This is an optimization exercise on Yosys and OpenROAD, whose aim is small area and a short achievable clock period, not a production implementation.
The RTL was checked by simulation tests, not by an equivalence proof against the original design.

==> flow/design.v (outline; a module is shown in full before it is edited, if it fits) <==
// module ALU: 48 lines
// module DIV: 3591 lines
// module MUL: 834 lines
// module RADD: 10 lines
// module RegFile: 18 lines
// module GPPM: 36 lines
module GPPM(
    input clk,
    input [3:0] raddr1,
    input [3:0] raddr2,
    input wen,
    input [3:0] waddr,
    input wdsrc,
    input [3:0] func,
    input [31:0] constant,
    output isZero,
    output [31:0] result
);
  // ...
==> flow/run.sh <==
#!/bin/bash
# synth_recipe.tcl (not shown) runs the flow's synth.tcl, then flattens the netlist and writes it again
# the make line also repeats each setting of config.mk as NAME=value (left out here)
make -C /OpenROAD-flow-scripts/flow DESIGN_CONFIG=/design/flow/config.mk WORK_HOME=/design/flow/orfs CLKGATE_MAP_FILE= SYNTH_SCRIPT=/design/flow/synth_recipe.tcl finish
==> flow/config.mk <==
export PLATFORM = sky130hd
export DESIGN_NAME = GPPM
export DESIGN_NICKNAME = GPPM
export VERILOG_FILES = /design/flow/design.v
export SDC_FILE = /design/flow/constraint.sdc
export NUM_CORES = 4
export LEC_CHECK = 0
export ABC_AREA = 1
export CAP_MARGIN = 20
export CORE_MARGIN = 2
export CORE_UTILIZATION = 35
export SLEW_MARGIN = 20
==> flow/constraint.sdc <==
create_clock -name core_clock -period 125.0 [get_ports {clk}]
set_input_delay 25.0000 -clock core_clock [delete_from_list [all_inputs] [get_ports {clk}]]
set_output_delay 25.0000 -clock core_clock [all_outputs]
set_load 0.01 [all_outputs]
==> results.txt, run 1 <==
CTS resizes: 0
Most frequent CP cell: nand2_1
DR pass1 iterations: 7
Ys flop type: edfxtp_1
Critical Path RT: 100.00 ns
Min-delay src: rf.memory[4][15]
Synth top area share: 15.4%
Largest cell class by area: multi-input combinational cells
Worst-skew pair later-pin latency: 0.62 ns
Critical Path End: result[0]
Total track usage: 28.5%
Final Hold Violating Endpoints: 0
Level count of the clock H-tree: 2
Commonest non-fill, non-tap cell in the layout: nand2_1
First-pass GRT wire length: 622,000 um
Complex-gate fraction of the synthesized area: 13.6%
GPL Wtd Cong: 1.04
Data buffer area share: 2.67%
Status: no timing/DRC/antenna violations
Top layer in use: met5
Critical path's top delay family: simple AND/OR/NAND/NOR gates
Slew HR: 12.9%
Area growth syn-to-layout: 4.50%
Metal3 WL: 47,300 um
Crit path launch type: primary input
Worst hold path endpoint: rf.memory[9][15]
Die X-Extent: 538 um
Initial core utilization: 35.3%
CTS tree: done
Wire length per cell: 23.3 um
Fill count: 30,400
Met2 Use GR: 43.4%
==> run 2: changes to the inputs <==
--- a/flow/config.mk
+++ b/flow/config.mk
@@ -11,2 +11,3 @@
 export CORE_UTILIZATION = 35
+export PLACE_DENSITY = 0.7
 export SLEW_MARGIN = 20
==> run 2 against run 1 <==
Critical endpoint unchanged. Critical path type unchanged. Count of clock-buffer cells in the layout is 1 lower. Highest routed layer unchanged. Maximum frequency is essentially flat.
==> results.txt, run 2 <==
Status: no timing/DRC/antenna violations
Max reg flops: 512
Synth cell types: 104
Register area share after synthesis: 15.4%
Most frequent cells after synthesis: nand2_1 (4,102), nand3_1 (1,278), inv_1 (1,095)
Final WS setup: 40.04 ns
Final WL: 420,000 um
Die area: 289,000 um^2
Global-route met1 utilization: 36.4%
Vias per cell: 5.67
Die X-Extent: 538 um (unchanged)
DR pass1 iterations: 7 (unchanged)
Antenna-violating nets left: 0
Grt met3 use: 7.32%
Worst Path Arrival: 59.96 ns
Post-CTS setup buffer count: 0
Wire length per cell: 22.8 um (-2.2%)
WS Path Type: primary input to output port
# hold bufs at CTS: 0
Max-cap viol count: 0
Most frequent CP cell: nand2_1
DR vias: 105,000
Level count of the clock H-tree: 2 (unchanged)
Initial DRC Count: 13,200
Ys flop type: edfxtp_1
Setup slack at placement: 41.14 ns
Worst-Margin Slew: 1.36 ns
I/O pin cnt: 84
Min Tclk post-route: 84.96 ns
Num rows: 195
Final setup fails: 0
Critical path fanouts, max: 63
Initial antenna violation count: 24
Post-synth EDFFs: 512
CTS tree: done
Max Fclk: 11.8 MHz
Area leader, netlist: nand2_1
Clk root buf: clkbuf_16
Period Utilization, post-route: 68.0%
Total track usage: 27.9% (-0.61 points)
Layout cells sized above 1: 21.4%
Top reg by flops: rf.memory
Slowest CP cell: a21oi_4
Final Hold Violating Endpoints: 0 (unchanged)
Final setup TNS: 0 ns
Cells after Synth: 14,900
Largest regs: rf.memory: 512 flops
Slowest stage delay, CP: 0.73 ns
Nature of the critical path endpoint: output port
Clock Skews: 0.0353 ns
Critical Path RT: 100.00 ns (about the same)
Register bit total from synthesis: 512
Hold WC Path Type: register to register
Core area: 283,000 um^2
Synth top area share: 15.4% (unchanged)
Initial core utilization: 35.3% (unchanged)
Chip Height: 538 um
RSZ-0062 raised after global routing: no
Met2 Use GR: 41.4% (-1.9 points)
Post-layout util: 36.9%
Total CTS buffers: 55
Gr ovfl total: 0
Dpl hpwl: 309,000 um
Vias in the first global route: 95,500
Nets: 15,200
Syn nets: 15,500
Most Crowded Layer GR: met2
CTS resizes: 0 (unchanged)
GPL Wtd Cong: 1.03 (-1.0%)
First-pass GRT wire length: 613,000 um (-1.5%)
Commonest cells after routing, fill and taps aside: nand2_1 (4,089), nand3_1 (1,278), inv_1 (1,080), nand2_2 (1,073), o21ai_0 (1,053)
Top cells by area, synth: nand2_1 (15%), edfxtp_1 (15%), nand2_2 (6.7%)
Bufs on Longest Clock Path: 3
Syn_area_per_cell: 6.69 um^2
Largest net degree at the start of global routing: 164
Slew HR: 8.71% (-4.2 points)
Slew Viols, Final: 0
Number of remaining DRC errors: 0
Cell with the most instances after synthesis: nand2_1
Number of synthesis warnings: 2
Port bufs: 83
Clk slew on worst S/H paths: 0.07 ns
Worst-skew pair later-pin latency: 0.63 ns (about the same)
Crit path launch type: primary input
Fill count: 29,900 (-1.5%)
Num Clock Sinks: 512
Ys async rst share: 0%
Commonest non-fill, non-tap cell in the layout: nand2_1
Synthesized area: 99,700 um^2
Area growth syn-to-layout: 4.57% (about the same)
==> run 2: cell types whose count changed in the layout (fill, tap and decap cells not counted), sizes merged <==
cell / before / now
clkinvlp: 2 / 5
clkbuf: 64 / 63
inv: 1492 / 1497
bufinv: 9 / 8
clkdlybuf4s50: 76 / 77
buf: 266 / 264
diode: 7 / 12
clkinv: 111 / 117
==> run 2: kinds of logic (layout without fill, tap and decap cells) <==
family,Yosys count,count (layout),share of synthesized area [%]
AND/OR/NAND/NOR,8610,8610,44.9
adder cells (fa/ha/maj),509,509,8.26
AO/OA/AOI/OAI,2340,2340,13.6
multiplexers,19,19,0.192
flip-flops,512,512,15.4
XOR/XNOR,697,697,6.20
buffers and inverters,2228,2031,11.4
other,0,12,0
==> run 2: cell type report <==
cell class	instances	area (um^2)	area share, %
timing repair buffer	341	2790	2.68
sequential	512	15400	14.7
clock inverter	39	273	0.262
antenna	12	30.0	0.0288
multi-input combinational	12200	73400	70.4
inverter	1588	6370	6.10
tap	3743	4680	4.49
clock buffer	63	1410	1.35
==> run 2: metal layers <==
layer / routed length [um] / part of all wire (%)
met3: 55000 / 13
met1: 164000 / 39
met5: 169 / 0.040
met2: 173000 / 41
met4: 28500 / 6.8
==> run 2: path summary, 6_finish.rpt <==
path,start,end,slack (ns),cells after the start
hold reg to reg,rf.memory[15][31],rf.memory[0][30],2.30,10
hold / removal,rf.memory[15][31],rf.memory[0][30],2.30,10
setup reg to reg,rf.memory[5][11],rf.memory[4][0],90.96,210
setup / recovery,raddr2[0],result[0],40.04,210
==> run 2: critical path, delay by kind of cell <==
family          cells  cell delay, ns
simple gates      174           24.66
buf+inv            27            7.42
fa+ha+maj           1            0.37
compound gates      8            2.04
==> run 2: through the flow <==
step	instances	area (um^2)	hold slack (ns)
final	18500	104000	2.30
after floorplan	14900	99700	1.52
after global placement	18400	103000	2.23
after global routing	18500	104000	2.31
after detailed placement	18400	103000	2.23
after CTS	18500	104000	2.23
==> run 3: changes to the inputs <==
--- a/flow/config.mk
+++ b/flow/config.mk
@@ -8,6 +8,5 @@
 export ABC_AREA = 1
-export CAP_MARGIN = 20
+export CAP_MARGIN = 70
 export CORE_MARGIN = 2
 export CORE_UTILIZATION = 35
-export PLACE_DENSITY = 0.7
-export SLEW_MARGIN = 20
+export SLEW_MARGIN = 70
==> run 3 against run 2 <==
Still clean. Global-route usage is 0.83 points higher. Clock skew is 0.00096 ns lower. Worst hold slack worse by 0.30 ns. Worst setup slack better by 2.3 ns. Critical path depth is 18 higher. Synthesized cell count stayed put. Maximum frequency is 2.8% higher. Critical endpoint is now result[1]. Largest cell class unchanged.
==> results.txt, run 3 <==
Vias per cell: 5.60 (-1.2%)
Initial DRC Count: 12,300 (-7.0%)
Clk root buf: clkbuf_16
Min Tclk post-route: 82.66 ns (-2.30 ns)
Top reg by flops: rf.memory
Antenna-violating nets left: 0 (unchanged)
Critical path fanouts, max: 49 (-22%)
Final WL: 431,000 um (+2.6%)
Port bufs: 83 (unchanged)
CTS tree: done
Area growth syn-to-layout: 7.49%
First-pass GRT wire length: 628,000 um (+2.4%)
Largest net degree at the start of global routing: 76 (-54%)
Gr ovfl total: 0 (unchanged)
Bufs on Longest Clock Path: 3 (unchanged)
Final setup fails: 0 (unchanged)
Syn nets: 15,500 (unchanged)
Clk slew on worst S/H paths: 0.06 ns (about the same)
Dpl hpwl: 323,000 um (+4.3%)
DR vias: 104,000 (-0.85%)
Max reg flops: 512 (unchanged)
Ys async rst share: 0% (unchanged)
Final setup TNS: 0 ns (unchanged)
Fin area: 107,000 um^2 (+2.8%)
Multi-input logic area: 74,400 um^2 (+1.4%)
Post-synth EDFFs: 512 (unchanged)
Nets: 15,300 (+0.49%)
Area leader, netlist: nand2_1
Most frequent cells after synthesis: nand2_1 (4,102), nand3_1 (1,278), inv_1 (1,095)
Reg area: 15,400 um^2 (unchanged)
Clock Skews: 0.0343 ns (-0.000964 ns)
Fill count: 30,100 (+0.74%)
Commonest non-fill, non-tap cell in the layout: nand2_1
Die area: 289,000 um^2 (unchanged)
Commonest cells after routing, fill and taps aside: nand2_1 (4,050), nand3_1 (1,277), nand2_2 (1,090), inv_1 (1,055), o21ai_0 (1,007)
Slowest CP cell: clkdlybuf4s50_1
Total CTS buffers: 52 (-5.5%)
Period Utilization, post-route: 66.1% (-1.8 points)
Synthesized area: 99,700 um^2 (unchanged)
Nature of the critical path endpoint: output port
Critical Path RT: 100.00 ns (about the same)
RSZ-0062 raised after global routing: no
Worst-skew pair later-pin latency: 0.63 ns (about the same)
Num rows: 195 (unchanged)
Core area: 283,000 um^2 (unchanged)
Synth top area share: 15.4% (unchanged)
Max Fclk: 12.1 MHz (+2.8%)
Top cells by area, synth: nand2_1 (15%), edfxtp_1 (15%), nand2_2 (6.7%)
Layout cells sized above 1: 22.8% (+1.4 points)
Slowest stage delay, CP: 0.49 ns (-0.24 ns)
I/O pin cnt: 84 (unchanged)
Wire length per cell: 23.3 um (+2.3%)
Worst Path Arrival: 57.66 ns (-2.30 ns)
Slew HR: 66.4% (+58 points)
Cell with the most instances after synthesis: nand2_1
Post-CTS setup buffer count: 0 (unchanged)
Hold WC Path Type: register to register
Number of remaining DRC errors: 0 (unchanged)
# hold bufs at CTS: 0 (unchanged)
Syn_area_per_cell: 6.69 um^2 (unchanged)
Most frequent CP cell: nand2_2
Total track usage: 28.8% (+0.83 points)
Vias in the first global route: 95,000 (-0.45%)
WS Path Type: primary input to output port
Max-cap viol count: 0 (unchanged)
GPL Wtd Cong: 1.04 (+1.0%)
Initial antenna violation count: 26 (+8.3%)
Final Hold Violating Endpoints: 0 (unchanged)
Ys flop type: edfxtp_1
Register bit total from synthesis: 512 (unchanged)
Level count of the clock H-tree: 2 (unchanged)
Number of synthesis warnings: 2 (unchanged)
Placed inst area: 105,000 um^2 (+2.6%)
CTS resizes: 0 (unchanged)
Die X-Extent: 538 um (unchanged)
DR pass1 iterations: 7 (unchanged)
Register area share after synthesis: 15.4% (unchanged)
Largest regs: rf.memory: 512 flops
Chip Height: 538 um (unchanged)
Num Clock Sinks: 512 (unchanged)
Cells after Synth: 14,900 (unchanged)
Crit path launch type: primary input
Worst-Margin Slew: 0.504 ns (-0.851 ns)
Status: no timing/DRC/antenna violations
Initial core utilization: 35.3% (unchanged)
Synth cell types: 104 (unchanged)
Slew Viols, Final: 0 (unchanged)
-- run 3: cell counts after synthesis --
Identical to the previous run, type by type.
-- run 3: cells by family after synthesis --
group | share of synthesized area, %
fa+ha+maj | 8.26
flops | 15.4
simple gates | 44.9
mux | 0.192
compound gates | 13.6
buf+inv | 11.4
xor+xnor | 6.20
-- run 3: worst max-delay path, delay by kind of cell --
family	cells	cell delay, ns
AOI/OAI and AO/OA	7	1.36
adders and majority gates	1	0.26
and+or+nand+nor	184	23.60
buffers and inverters	36	7.05
-- run 3: path summary, 6_finish.rpt --
path,startpoint,endpoint,slack [ns],depth (start not counted)
hold reg to reg,rf.memory[4][15],rf.memory[11][15],2.00,10
setup reg to reg,rf.memory[5][31],rf.memory[2][0],93.41,223
setup / recovery,raddr2[0],result[1],42.34,228
hold / removal,rf.memory[4][15],rf.memory[11][15],2.00,10
-- run 3: area by class of cell --
class                   instances  share of cell area [%]
diodes                          5                  0.0117
well taps                    3743                    4.37
inverters                    1588                    6.00
repair buffers                419                    4.33
multi-input cells           12200                    69.4
flip-flops and latches        512                    14.3
clock buffers                  64                    1.28
clock inverters                34                   0.252
-- run 3: stage by stage --
step | hold WS [ns] | util (%) | instances | setup slack (ns)
final | 2.00 | 37.9 | 18500 | 42.34
after global routing | 2.06 | 37.9 | 18500 | 39.69
after CTS | 1.95 | 37.8 | 18500 | 43.04
after detailed placement | 1.93 | 37.2 | 18400 | 43.11
after global placement | 2.23 | 36.3 | 18400 | 41.39
after floorplan | 1.52 | - | 14900 | 46.50
-- run 3: layer usage --
metal  up-vias  wire (um)  global-route usage, %
met2      5612     182000                   43.9
li1      48600          -                      -
met4        20      25100                   13.9
met1     48500     176000                   38.4
met5         -        119                      0
met3      1033      48200                   5.96
==> module ALU, before the edit <==
module ALU(
    input [31:0] a,
    input [31:0] b,
    input [3:0] func,
    output [31:0] res,
    output isZero
);
    wire        sub = (func != 4'd0);
    wire [32:0] sum;
    RADD #(32) add (.x(a), .y(b ^ {32{sub}}), .ci(sub), .s(sum[31:0]), .co(sum[32]));
    wire        ltu = ~sum[32];
    wire        lts = (a[31] ^ b[31]) ? a[31] : sum[31];
    wire [31:0] a_rev;
    genvar gi;
    generate for (gi = 0; gi < 32; gi = gi + 1) begin : rev
        assign a_rev[gi] = a[31-gi];
    end endgenerate
    wire        shl = ~func[0];
    wire [31:0] sh_in = shl ? a_rev : a;
    wire [31:0] sh_out = (|b[31:5]) ? 32'h0 : (sh_in >> b[4:0]);
    wire [31:0] sh_rev;
    generate for (gi = 0; gi < 32; gi = gi + 1) begin : rev2
        assign sh_rev[gi] = sh_out[31-gi];
    end endgenerate
    wire [31:0] prod;
    MUL mul (.a(a), .b(b), .p(prod));
    wire [31:0] quo;
    DIV div (.a(a), .b(b), .q(quo));
    reg [31:0] r;
    always @(*) begin
        case (func)
            4'd0, 4'd1: r = sum[31:0];
            4'd2: r = prod;
            4'd4: r = a & b;
            4'd5:  r = a | b;
            4'd6: r = a ^ b;
            4'd7: r = ~a;
            4'd8: r = sh_rev;
            4'd9: r = sh_out;
            4'd10: r = {31'h0, lts};
            4'd11: r = {31'h0, ltu};
            default: r = 32'h0;
        endcase
    end
    wire isdiv = (func == 4'd3);
    assign res = isdiv ? quo : r;
    assign isZero = isdiv ? (ltu & (|b)) : ~|r;
endmodule
==> run 4: changes to the inputs <==
--- a/flow/design.v
+++ b/flow/design.v
@@ -28,2 +28,15 @@
     DIV div (.a(a), .b(b), .q(quo));
+    reg [3:0] tt;
+    always @(*) begin
+        case (func[1:0])
+            2'd0: tt = 4'b1000;    
+            2'd1: tt = 4'b1110;    
+            2'd2: tt = 4'b0110;    
+            default: tt = 4'b0011;  
+        endcase
+    end
+    wire [31:0] lu;
+    generate for (gi = 0; gi < 32; gi = gi + 1) begin : lut
+        assign lu[gi] = tt[{a[gi], b[gi]}];
+    end endgenerate
     reg [31:0] r;
@@ -33,6 +46,3 @@
             4'd2: r = prod;
-            4'd4: r = a & b;
-            4'd5:  r = a | b;
-            4'd6: r = a ^ b;
-            4'd7: r = ~a;
+            4'd4, 4'd5, 4'd6, 4'd7: r = lu;
             4'd8: r = sh_rev;
==> run 4 against run 3 <==
Still clean. Global-route usage increased by 2.6 points. Clock skew increased by 0.040 ns. Sequential share of layout area about the same. Largest cell class unchanged.
==> results.txt, run 4 <==
Gr ovfl total: 0 (unchanged)
Slowest CP cell: clkdlybuf4s50_1
Layout cells sized above 1: 23.6% (+0.81 points)
Fin area: 107,000 um^2 (-0.28%)
Clk root buf: clkbuf_16
Register area share after synthesis: 15.6% (+0.14 points)
Largest regs: rf.memory: 512 flops
DR vias: 105,000 (+1.6%)
Area leader, netlist: edfxtp_1
Nets: 15,100 (-1.4%)
Ys flop type: edfxtp_1
Initial core utilization: 35.1% (-0.17 points)
Chip Height: 535 um (-0.45%)
Final hold slack: 1.96 ns (-0.0438 ns)
Antenna-violating nets left: 0 (unchanged)
Placed inst area: 105,000 um^2 (-0.46%)
Bufs on Longest Clock Path: 3 (unchanged)
Top reg by flops: rf.memory
Level count of the clock H-tree: 2 (unchanged)
CTS tree: done
Max-cap viol count: 0 (unchanged)
Met2 Use GR: 45.4% (+1.5 points)
Most Crowded Layer GR: met2
Syn_area_per_cell: 6.70 um^2 (+0.25%)
Max reg flops: 512 (unchanged)
Num rows: 195 (unchanged)
Largest net degree at the start of global routing: 75 (-1.3%)
Critical Path RT: 100.00 ns (about the same)
GPL Wtd Cong: 1.05 (+0.93%)
Max Fclk: 12.1 MHz (+0.29%)
Final WL: 468,000 um (+8.5%)
Final setup TNS: 0 ns (unchanged)
WS Path Type: primary input to output port
Placed cell count: 18,300 (-0.82%)
Ys async rst share: 0% (unchanged)
I/O pin cnt: 84 (unchanged)
Post-layout util: 38.0% (+0.059 points)
Min Tclk post-route: 82.42 ns (-0.235 ns)
Wire length per cell: 25.4 um (+9.3%)
Vias per cell: 5.73 (+2.3%)
Critical path's top delay family: simple AND/OR/NAND/NOR gates
Register bit total from synthesis: 512 (unchanged)
Syn nets: 15,200 (-1.6%)
Slowest stage delay, CP: 0.62 ns (+0.13 ns)
Critical path fanouts, max: 50 (+2.0%)
Final setup fails: 0 (unchanged)
Period Utilization, post-route: 65.9% (-0.19 points)
Global-route met1 utilization: 43.1% (+4.7 points)
Cell with the most instances after synthesis: nand2_1
Total CTS buffers: 54 (+3.8%)
Worst-skew pair later-pin latency: 0.64 ns (about the same)
Initial antenna violation count: 31 (+19%)
Top cells by area, synth: edfxtp_1 (16%), nand2_1 (15%), nand2_2 (7.0%)
Most frequent CP cell: nand2_1
Port bufs: 83 (unchanged)
Clock Skews: 0.0745 ns (+0.0402 ns)
Synth cell types: 102 (-1.9%)
DR pass1 iterations: 9 (+2)
Number of synthesis warnings: 2 (unchanged)
Slew Viols, Final: 0 (unchanged)
Worst-Margin Slew: 0.523 ns (+0.0192 ns)
Slew HR: 65.1% (-1.3 points)
Status: no timing/DRC/antenna violations
Grt met3 use: 8.24% (+2.3 points)
Area growth syn-to-layout: 8.17%
WP buf/inv: 37 (+2.8%)
Synth top area share: 15.6% (+0.12 points)
Num Clock Sinks: 512 (unchanged)
CTS resizes: 0 (unchanged)
Dpl hpwl: 348,000 um (+7.7%)
Final Hold Violating Endpoints: 0 (unchanged)
Hold WC Path Type: register to register
Setup slack at placement: 43.20 ns (+0.0929 ns)
Vias in the first global route: 95,600 (+0.55%)
Most frequent cells after synthesis: nand2_1 (4,014), nand3_1 (1,275), nand2_2 (1,101)
Nature of the critical path endpoint: output port
RSZ-0062 raised after global routing: no
Die area: 287,000 um^2 (-0.90%)
Crit path launch type: primary input
Post-Layout Cell Count: 18,400 (-0.73%)
Worst Path Arrival: 57.42 ns (-0.24 ns)
Post-CTS setup buffer count: 0 (unchanged)
Core area: 282,000 um^2 (-0.43%)
Commonest non-fill, non-tap cell in the layout: nand2_1
# hold bufs at CTS: 0 (unchanged)
Total track usage: 31.4% (+2.6 points)
Die X-Extent: 535 um (-0.45%)
Initial DRC Count: 14,400 (+17%)
First-pass GRT wire length: 668,000 um (+6.4%)
Cells after Synth: 14,700 (-1.2%)
Final WS setup: 42.58 ns (+0.235 ns)
Clk slew on worst S/H paths: 0.06 ns (about the same)
Post-synth EDFFs: 512 (unchanged)
Number of remaining DRC errors: 0 (unchanged)
Commonest cells after routing, fill and taps aside: nand2_1 (3,965), nand3_1 (1,273), nand2_2 (1,119), inv_1 (1,029), o21ai_0 (1,021)
Synthesized area: 98,800 um^2 (-0.91%)
-- run 4: cell types whose count changed in the layout (fill, tap and decap cells not counted), sizes merged, moves of 28 or more --
cell,previous run,this run
ha,260,188
nand2,5528,5474
nand4,157,129
inv,1493,1426
nor2,987,922
buf,337,376
a21oi,486,525
-- run 4: worst paths after layout --
kind,from,endpoint,slack (ns),cells after the start
setup / recovery,raddr2[2],result[0],42.58,226
hold / removal,rf.memory[12][29],rf.memory[4][29],1.96,10
setup reg to reg,rf.memory[5][27],rf.memory[3][0],93.47,228
hold reg to reg,rf.memory[12][29],rf.memory[4][29],1.96,10
-- run 4: logic make-up (layout without fill, tap and decap cells) --
| family | after synthesis | count (layout) | share of synthesized area (%) |
|---|---|---|---|
| other cells | 0 | 14 | 0 |
| compound gates | 2398 | 2398 | 14.2 |
| buf+inv | 2195 | 2100 | 11.4 |
| xor+xnor | 720 | 720 | 6.47 |
| simple gates | 8458 | 8458 | 44.7 |
| fa+ha+maj | 437 | 437 | 7.42 |
| mux | 22 | 22 | 0.223 |
| flops | 512 | 512 | 15.6 |
-- run 4: tightest hold or removal path: stages, from the launching register on --
cell and delay [ns]:
edfxtp_1 0.35, o21ai_1 0.08, o211ai_2 0.07, o211ai_2 0.10, nand2_4 0.23, o21ai_2 0.10, nand3_2 0.09, nand2_2 0.10
a21oi_1 0.30, nand2_1 0.10, nand2_2 0.26
-- run 4: cell type report --
| cell class | instances | area [um^2] |
|---|---|---|
| fill | 30200 | 175000 |
| multi-input combinational | 12000 | 73800 |
| sequential | 512 | 15400 |
| inverter | 1544 | 6210 |
| timing repair buffer | 458 | 5200 |
| tap | 3743 | 4680 |
| clock buffer | 66 | 1400 |
| clock inverter | 32 | 244 |
| antenna | 14 | 35.0 |
-- run 4: layer usage --
metal / vias up / share of wire [%]
li1: 48200 / -
met1: 49700 / 41
met2: 6377 / 40
met3: 1169 / 13
met4: 36 / 5.7
met5: - / 0.085

## afterwards: timing with drivers on the ports
No port has a modelled driver above. Below, the same layouts with a new extraction and two added sets of constraints.
Step 1 sets driving cells, clkbuf_16 on the clock port and buf_2 on the other inputs (assumed; they add their load-dependent delay and slew).
Step 2 also shifts input and output timing later by t, the mid clock arrival at the registers, as if the neighbouring blocks saw the same clock.
Slacks: ideal / step 1 / step 2; pairs: ideal / step 1.
run | t (ns) | slack for setup (ns) | hold WS [ns]
run 1 | 0.663 | 39.993 / 39.956 / 39.956 | 2.312 / 2.312 / 2.312
run 2 | 0.674 | 40.045 / 40.002 / 40.002 | 2.300 / 2.300 / 2.300
run 3 | 0.682 | 42.341 / 42.304 / 42.304 | 2.003 / 2.003 / 2.003
run 4 | 0.660 | 42.577 / 42.550 / 42.550 | 1.959 / 1.959 / 1.959
After both steps every run listed still meets setup and hold. The setup slack of run 2, which loses most, moves by -0.043 ns with the drivers and by -0.043 ns with both steps.
